Context: an optimization exercise on an open-source flow, tuned for small area, a short achievable clock period and few clock cycles. The choices shown serve that exercise and are no tape-out recipe. Where RTL was checked, it was by simulation tests only, not by an equivalence proof against the original. The flow treats the clock pin as an ideal source. Dropping or thinning the clock tree relies on that and would not hold on a real chip. Power figures rest on the tool's default switching activity, not on a simulated workload.

==> flow/design.v (excerpt) <==
module simd_histogram (
	input             clk,
	input             rst_n,
	input             img_ready,
	output     [11:0] img_addr,
	input      [31:0] img_data,
	output            hist_we,
	output      [2:0] hist_addr,
	output     [15:0] hist_data,
	output reg        hist_transmit
);
==> module Histogram, before the edit <==
module Histogram #(parameter INC = 0) (
	input        clk,
	input  [3:0] match,     
	input        clear,
	input  [4:0] loIn,      
	input        pIn,
	input  [9:0] hiIn,
	output reg [4:0] lo,    
	output       p,
	output reg [9:0] hi
);
wire s1 = match[0] ^ match[1] ^ match[2];
wire k1 = (match[0] & match[1]) | (match[2] & (match[0] | match[1]));
wire s0 = loIn[0] ^ match[3] ^ s1;
wire k2 = (loIn[0] & match[3]) | (s1 & (loIn[0] | match[3]));
wire s2 = loIn[1] ^ k1 ^ k2;
wire c2 = (k1 & k2) | (loIn[1] & (k1 | k2));    
wire [4:0] loN = {loIn[4] ^ (c2 & loIn[3] & loIn[2]), loIn[3] ^ (c2 & loIn[2]), loIn[2] ^ c2, s2, s0};
wire       ovf = c2 & loIn[4] & loIn[3] & loIn[2];
always @(posedge clk) begin
	if (clear) lo <= 5'd0;
	else       lo <= loN;
end
generate
	if (INC) begin : G_INC
		wire [9:0] ones;
		wire       inc = pIn | ovf;
		genvar i;
		assign ones[0] = 1'b1;
		for (i = 1; i < 10; i = i + 1) begin : ONES
			assign ones[i] = ones[i-1] & hiIn[i-1];
		end
		always @(posedge clk) hi <= hiIn ^ (ones & {10{inc}});
		assign p = 1'b0;
	end else begin : G_MOVE
		reg pr;
		always @(posedge clk) begin
			if (clear) begin
				pr <= 1'b0;
				hi <= 10'd0;
			end else begin
				pr <= pIn | ovf;
				hi <= hiIn;
			end
		end
		assign p = pr;
	end
endgenerate
endmodule
==> module simd_histogram, before the edit <==
module simd_histogram (
	input             clk,
	input             rst_n,
	input             img_ready,
	output     [11:0] img_addr,
	input      [31:0] img_data,
	output            hist_we,
	output      [2:0] hist_addr,
	output     [15:0] hist_data,
	output reg        hist_transmit
);
localparam [2:0] U0 = 3'd7;
localparam [11:0] A_LAST = 12'h800;    
reg        busy;       
reg        rd;         
reg [11:0] addr;
reg        v1;         
reg        v2;         
reg        ow;         
reg  [2:0] u;          
reg [11:0] px;         
wire go    = rst_n & ((~busy & ~ow & img_ready) | rd);
wire start = v2 & ~v1;
wire [2:0] nu = 3'd2 - u;    
wire       fb = addr[11] ^ addr[5] ^ addr[3] ^ addr[0] ^ (addr[10:0] == 11'd0);
always @(posedge clk) begin
	px   <= v1 ? {img_data[31:29] + nu, img_data[23:21] + nu, img_data[15:13] + nu, img_data[7:5] + nu}
	           : 12'b001_001_001_001;
	addr <= go ? {addr[10:0], fb} : 12'd0;
	if (~rst_n) begin
		busy <= 1'b0;
		rd   <= 1'b0;
		v1   <= 1'b0;
		v2   <= 1'b0;
		ow   <= 1'b1;
		u    <= U0;
		hist_transmit <= 1'b0;
	end else begin
		busy <= (busy & ~hist_transmit) | go;
		rd   <= go & (addr != A_LAST);
		v1   <= go;
		v2   <= v1;
		ow   <= start | (ow & (u != U0 + 3'd1));
		u    <= (busy | ow) ? u - 3'd1 : 3'd0;
		hist_transmit <= busy & ow & (u == U0 + 3'd2);
	end
end
assign img_addr  = addr;
assign hist_we   = ow;
assign hist_addr = u;
wire [4:0] lo [0:7];
wire       p  [0:7];
wire [9:0] hi [0:7];
genvar s, l;
generate
	for (s = 0; s < 8; s = s + 1) begin : SLOT
		wire [3:0] match;
		for (l = 0; l < 4; l = l + 1) begin : PIX
			assign match[l] = (px[3*l+2:3*l] == s);
		end
		Histogram #(.INC(s == 0)) H (
			.clk(clk), .match(match), .clear(s == 1 ? ~v2 : 1'b0),
			.loIn(lo[(s + 7) % 8]), .pIn(p[(s + 7) % 8]), .hiIn(hi[(s + 7) % 8]),
			.lo(lo[s]), .p(p[s]), .hi(hi[s]));
	end
endgenerate
assign hist_data = {1'b0, hi[0], lo[0]};
endmodule
Settings: LEC_CHECK=0, CAP_MARGIN=20, CORE_MARGIN=2, CORE_UTILIZATION=40, PLACE_DENSITY=0.6, SETUP_SLACK_MARGIN=3.9, SLEW_MARGIN=20; clock period 6.0 ns.
run.sh (not shown) runs the stock make flow with config.mk's settings and CLKGATE_MAP_FILE= SYNTH_SCRIPT=/design/flow/synth_recipe.tcl, a recipe that flattens the netlist after the stock synthesis.
Rerun with:
--- a/flow/design.v
+++ b/flow/design.v
@@ -4,7 +4,9 @@
 	input        clear,
 	input  [4:0] loIn,      
+	input        cyIn,
 	input        pIn,
 	input  [9:0] hiIn,
 	output reg [4:0] lo,    
+	output       cy,
 	output       p,
 	output reg [9:0] hi
@@ -15,11 +17,18 @@
 wire k2 = (loIn[0] & match[3]) | (s1 & (loIn[0] | match[3]));
 wire s2 = loIn[1] ^ k1 ^ k2;
-wire c2 = (k1 & k2) | (loIn[1] & (k1 | k2));    
-wire [4:0] loN = {loIn[4] ^ (c2 & loIn[3] & loIn[2]), loIn[3] ^ (c2 & loIn[2]), loIn[2] ^ c2, s2, s0};
-wire       ovf = c2 & loIn[4] & loIn[3] & loIn[2];
+wire c2 = (k1 & k2) | (loIn[1] & (k1 | k2));
+wire [4:0] loN = {loIn[4] ^ (cyIn & loIn[3] & loIn[2]), loIn[3] ^ (cyIn & loIn[2]), loIn[2] ^ cyIn, s2, s0};
+wire       ovf = cyIn & loIn[4] & loIn[3] & loIn[2];
+reg cyr;
 always @(posedge clk) begin
-	if (clear) lo <= 5'd0;
-	else       lo <= loN;
+	if (clear) begin
+		lo  <= 5'd0;
+		cyr <= 1'b0;
+	end else begin
+		lo  <= loN;
+		cyr <= c2;
+	end
 end
+assign cy = cyr;
 generate
 	if (INC) begin : G_INC
@@ -59,5 +68,5 @@
 	output reg        hist_transmit
 );
-localparam [2:0] U0 = 3'd7;
+localparam [2:0] U0 = 3'd6;
 localparam [11:0] A_LAST = 12'h800;    
 reg        busy;       
@@ -66,14 +75,14 @@
 reg        v1;         
 reg        v2;         
+reg        v3;         
 reg        ow;         
 reg  [2:0] u;          
 reg [11:0] px;         
 wire go    = rst_n & ((~busy & ~ow & img_ready) | rd);
-wire start = v2 & ~v1;
+wire start = v3 & ~v2;
 wire [2:0] nu = 3'd2 - u;    
 wire       fb = addr[11] ^ addr[5] ^ addr[3] ^ addr[0] ^ (addr[10:0] == 11'd0);
 always @(posedge clk) begin
-	px   <= v1 ? {img_data[31:29] + nu, img_data[23:21] + nu, img_data[15:13] + nu, img_data[7:5] + nu}
-	           : 12'b001_001_001_001;
+	px   <= {img_data[31:29] + nu, img_data[23:21] + nu, img_data[15:13] + nu, img_data[7:5] + nu};
 	addr <= go ? {addr[10:0], fb} : 12'd0;
 	if (~rst_n) begin
@@ -82,4 +91,5 @@
 		v1   <= 1'b0;
 		v2   <= 1'b0;
+		v3   <= 1'b0;
 		ow   <= 1'b1;
 		u    <= U0;
@@ -90,4 +100,5 @@
 		v1   <= go;
 		v2   <= v1;
+		v3   <= v2;
 		ow   <= start | (ow & (u != U0 + 3'd1));
 		u    <= (busy | ow) ? u - 3'd1 : 3'd0;
@@ -99,4 +110,5 @@
 assign hist_addr = u;
 wire [4:0] lo [0:7];
+wire       cy [0:7];
 wire       p  [0:7];
 wire [9:0] hi [0:7];
@@ -106,10 +118,10 @@
 		wire [3:0] match;
 		for (l = 0; l < 4; l = l + 1) begin : PIX
-			assign match[l] = (px[3*l+2:3*l] == s);
+			assign match[l] = v2 & (px[3*l+2:3*l] == s);
 		end
 		Histogram #(.INC(s == 0)) H (
-			.clk(clk), .match(match), .clear(s == 1 ? ~v2 : 1'b0),
-			.loIn(lo[(s + 7) % 8]), .pIn(p[(s + 7) % 8]), .hiIn(hi[(s + 7) % 8]),
-			.lo(lo[s]), .p(p[s]), .hi(hi[s]));
+			.clk(clk), .match(match), .clear(s == 1 ? ow : 1'b0),
+			.loIn(lo[(s + 7) % 8]), .cyIn(cy[(s + 7) % 8]), .pIn(p[(s + 7) % 8]), .hiIn(hi[(s + 7) % 8]),
+			.lo(lo[s]), .cy(cy[s]), .p(p[s]), .hi(hi[s]));
 	end
 endgenerate
- The changed run ran to the end with no violations
- routed wire length came out lower by 3.1%
- via count came out lower by 1.8%
- sequential power came out higher by 21%
- core utilization came out lower by 2.3 points
- count of clock-buffer cells in the layout came out lower by 1
Function was not checked in any run of this note: the RTL went through the layout flow alone.


Setup of before:
simd_histogram, a different RTL version from the one above (not shown whole).
Size: ~170 flip-flops, ~0.0057 sq mm of cells after synthesis.
==> module Histogram, before the edit <==
module Histogram #(parameter INC = 0) (
	input        clk,
	input  [3:0] match,     
	input  [1:0] eq,        
	input  [1:0] ne,        
	input        clear,
	input  [4:0] loIn,      
	input        cyIn,
	input        pIn,
	input  [9:0] hiIn,
	output reg [4:0] lo,    
	output       cy,
	output       p,
	output reg [9:0] hi
);
wire a1 = match[0] & eq[0];
wire a0 = (match[0] | match[1]) & ne[0];
wire b1 = match[2] & eq[1];
wire b0 = (match[2] | match[3]) & ne[1];
wire s0 = loIn[0] ^ a0 ^ b0;
wire k0 = (loIn[0] & a0) | (b0 & (loIn[0] | a0));
wire t1 = loIn[1] ^ a1 ^ b1;
wire k1 = (loIn[1] & a1) | (b1 & (loIn[1] | a1));
wire s2 = t1 ^ k0;
wire c2 = k1 | (t1 & k0);
wire [4:0] loN = {loIn[4] ^ (cyIn & loIn[3] & loIn[2]), loIn[3] ^ (cyIn & loIn[2]), loIn[2] ^ cyIn, s2, s0};
wire       ovf = cyIn & loIn[4] & loIn[3] & loIn[2];
reg cyr;
always @(posedge clk) begin
	if (clear) begin
		lo  <= 5'd0;
		cyr <= 1'b0;
	end else begin
		lo  <= loN;
		cyr <= c2;
	end
end
assign cy = cyr;
generate
	if (INC) begin : G_INC
		wire [9:0] ones;
		wire       inc = pIn | ovf;
		genvar i;
		assign ones[0] = 1'b1;
		for (i = 1; i < 10; i = i + 1) begin : ONES
			assign ones[i] = ones[i-1] & hiIn[i-1];
		end
		always @(posedge clk) hi <= hiIn ^ (ones & {10{inc}});
		assign p = 1'b0;
	end else begin : G_MOVE
		reg pr;
		always @(posedge clk) begin
			if (clear) begin
				pr <= 1'b0;
				hi <= 10'd0;
			end else begin
				pr <= pIn | ovf;
				hi <= hiIn;
			end
		end
		assign p = pr;
	end
endgenerate
endmodule
==> flow/config.mk <==
export PLATFORM = sky130hd
export DESIGN_NAME = simd_histogram
export DESIGN_NICKNAME = simd_histogram
export VERILOG_FILES = /design/flow/design.v
export SDC_FILE = /design/flow/constraint.sdc
export NUM_CORES = 4
export LEC_CHECK = 0
export CAP_MARGIN = 20
export CORE_MARGIN = 2
export CORE_UTILIZATION = 40
export PLACE_DENSITY = 0.6
export SETUP_SLACK_MARGIN = 3.85
export SLEW_MARGIN = 20
==> flow/constraint.sdc <==
create_clock -name core_clock -period 6.0 [get_ports {clk}]
set_input_delay 1.2000 -clock core_clock [delete_from_list [all_inputs] [get_ports {clk}]]
set_output_delay 1.2000 -clock core_clock [all_outputs]
set_load 0.01 [all_outputs]
standard.sh (not shown) runs the stock make flow with config.mk's settings and CLKGATE_MAP_FILE= SYNTH_SCRIPT=/design/flow/synth_recipe.tcl, a recipe that flattens the netlist after the stock synthesis.
==> flow/flow/run.sh <==
#!/bin/bash
# The standard layout (standard.sh), except that the clock tree is built
# by flow/cts_hook.tcl, run by ORFS's CTS step as its PRE_CTS_TCL hook,
# instead of by TritonCTS. make's full output goes to flow_make.log; each
# ORFS step keeps its own log under orfs/logs/.
set -euo pipefail
export PRE_CTS_TCL="$(pwd)/flow/cts_hook.tcl"
bash standard.sh finish > flow_make.log 2>&1
Other scripts of this flow, unchanged in this note and not shown: flow/flow/cts_hook.tcl
Testbench counts of before, summed over its fixed seeds: cycles 131,464.
Relative to before, the following input files were edited for after:
==> flow/design.v, changed modules only <==
module Histogram #(parameter INC = 0) (
	input        clk,
	input  [3:0] match,     
	input  [1:0] eq,        
	input  [1:0] ne,        
	input        clear,
	input  [4:0] loIn,      
	input        cyIn,
	input        pIn,
	input  [9:0] hiIn,
	output [4:0] lo,        
	output       cy,
	output       p,
	output reg [9:0] hi
);
wire a1 = match[0] & eq[0];
wire a0 = (match[0] | match[1]) & ne[0];
wire b1 = match[2] & eq[1];
wire b0 = (match[2] | match[3]) & ne[1];
wire s0 = loIn[0] ^ a0 ^ b0;
wire k0 = (loIn[0] & a0) | (b0 & (loIn[0] | a0));
wire t1 = loIn[1] ^ a1 ^ b1;
wire k1 = (loIn[1] & a1) | (b1 & (loIn[1] | a1));
wire s2 = t1 ^ k0;
wire c2 = k1 | (t1 & k0);
wire [4:0] loN = {loIn[4] ^ (cyIn & loIn[3] & loIn[2]), loIn[3] ^ (cyIn & loIn[2]), loIn[2] ^ cyIn, s2, s0};
wire       ovf = cyIn & loIn[4] & loIn[3] & loIn[2];
reg cyr;
reg [1:0] xlo;
reg [4:2] lor;
always @(posedge clk) begin
	if (clear) begin
		xlo <= 2'b11;
		lor <= 3'd0;
		cyr <= 1'b0;
	end else begin
		xlo <= loN[1:0] ^ 2'b11;
		lor <= loN[4:2];
		cyr <= c2;
	end
end
assign lo = {lor, xlo ^ 2'b11};
assign cy = cyr;
generate
	if (INC) begin : G_INC
		wire [9:0] ones;
		wire       inc = pIn | ovf;
		genvar i;
		assign ones[0] = 1'b1;
		for (i = 1; i < 10; i = i + 1) begin : ONES
			assign ones[i] = ones[i-1] & hiIn[i-1];
		end
		always @(posedge clk) hi <= hiIn ^ (ones & {10{inc}});
		assign p = 1'b0;
	end else begin : G_MOVE
		reg pr;
		always @(posedge clk) begin
			if (clear) begin
				pr <= 1'b0;
				hi <= 10'd0;
			end else begin
				pr <= pIn | ovf;
				hi <= hiIn;
			end
		end
		assign p = pr;
	end
endgenerate
endmodule
Findings:
after vs before — number of signal-net inverters in the final layout dropped 16.
Cmp after and before / via count / higher: before
[compare] base=before new=after: number of combinational gates with multiple inputs up about 0.4%, starting density of the core saw a decrease, routed wire length has decreased.
Testbench counts of after, summed over its fixed seeds: cycles 131,464.
No run of this note takes its clock network from TritonCTS; it comes from the design's own scripts or RTL.

## afterwards: timing with drivers on the ports
The flow's constraints put no driver on any port. The routed layouts listed below were extracted and timed again, unchanged, in two steps. Step 1 assumes that a clkbuf_16 drives the clock port and a buf_2 every other input. Step 2 also shifts input and output timing later by t, the mid clock arrival at the registers, as if the neighbouring blocks saw the same clock. Slacks: no drivers / after step 1 / after step 2; pairs: no drivers / after step 1.
run	t (ns)	slack for setup (ns)	latest minus earliest clock arrival (ns)
the first run of note 1	0.449	3.351 / 3.351 / 3.351	0.013 / 0.013
the second run of note 1	0.455	3.796 / 3.796 / 3.574	0.012 / 0.012
before	0.394	3.901 / 3.863 / 3.545	0.026 / 0.025
after	0.394	3.871 / 3.859 / 3.492	0.054 / 0.055
After both steps setup and hold are still met in every run listed. For after, which loses most, drivers alone change the setup slack by -0.012 ns; drivers and shift together by -0.379 ns.
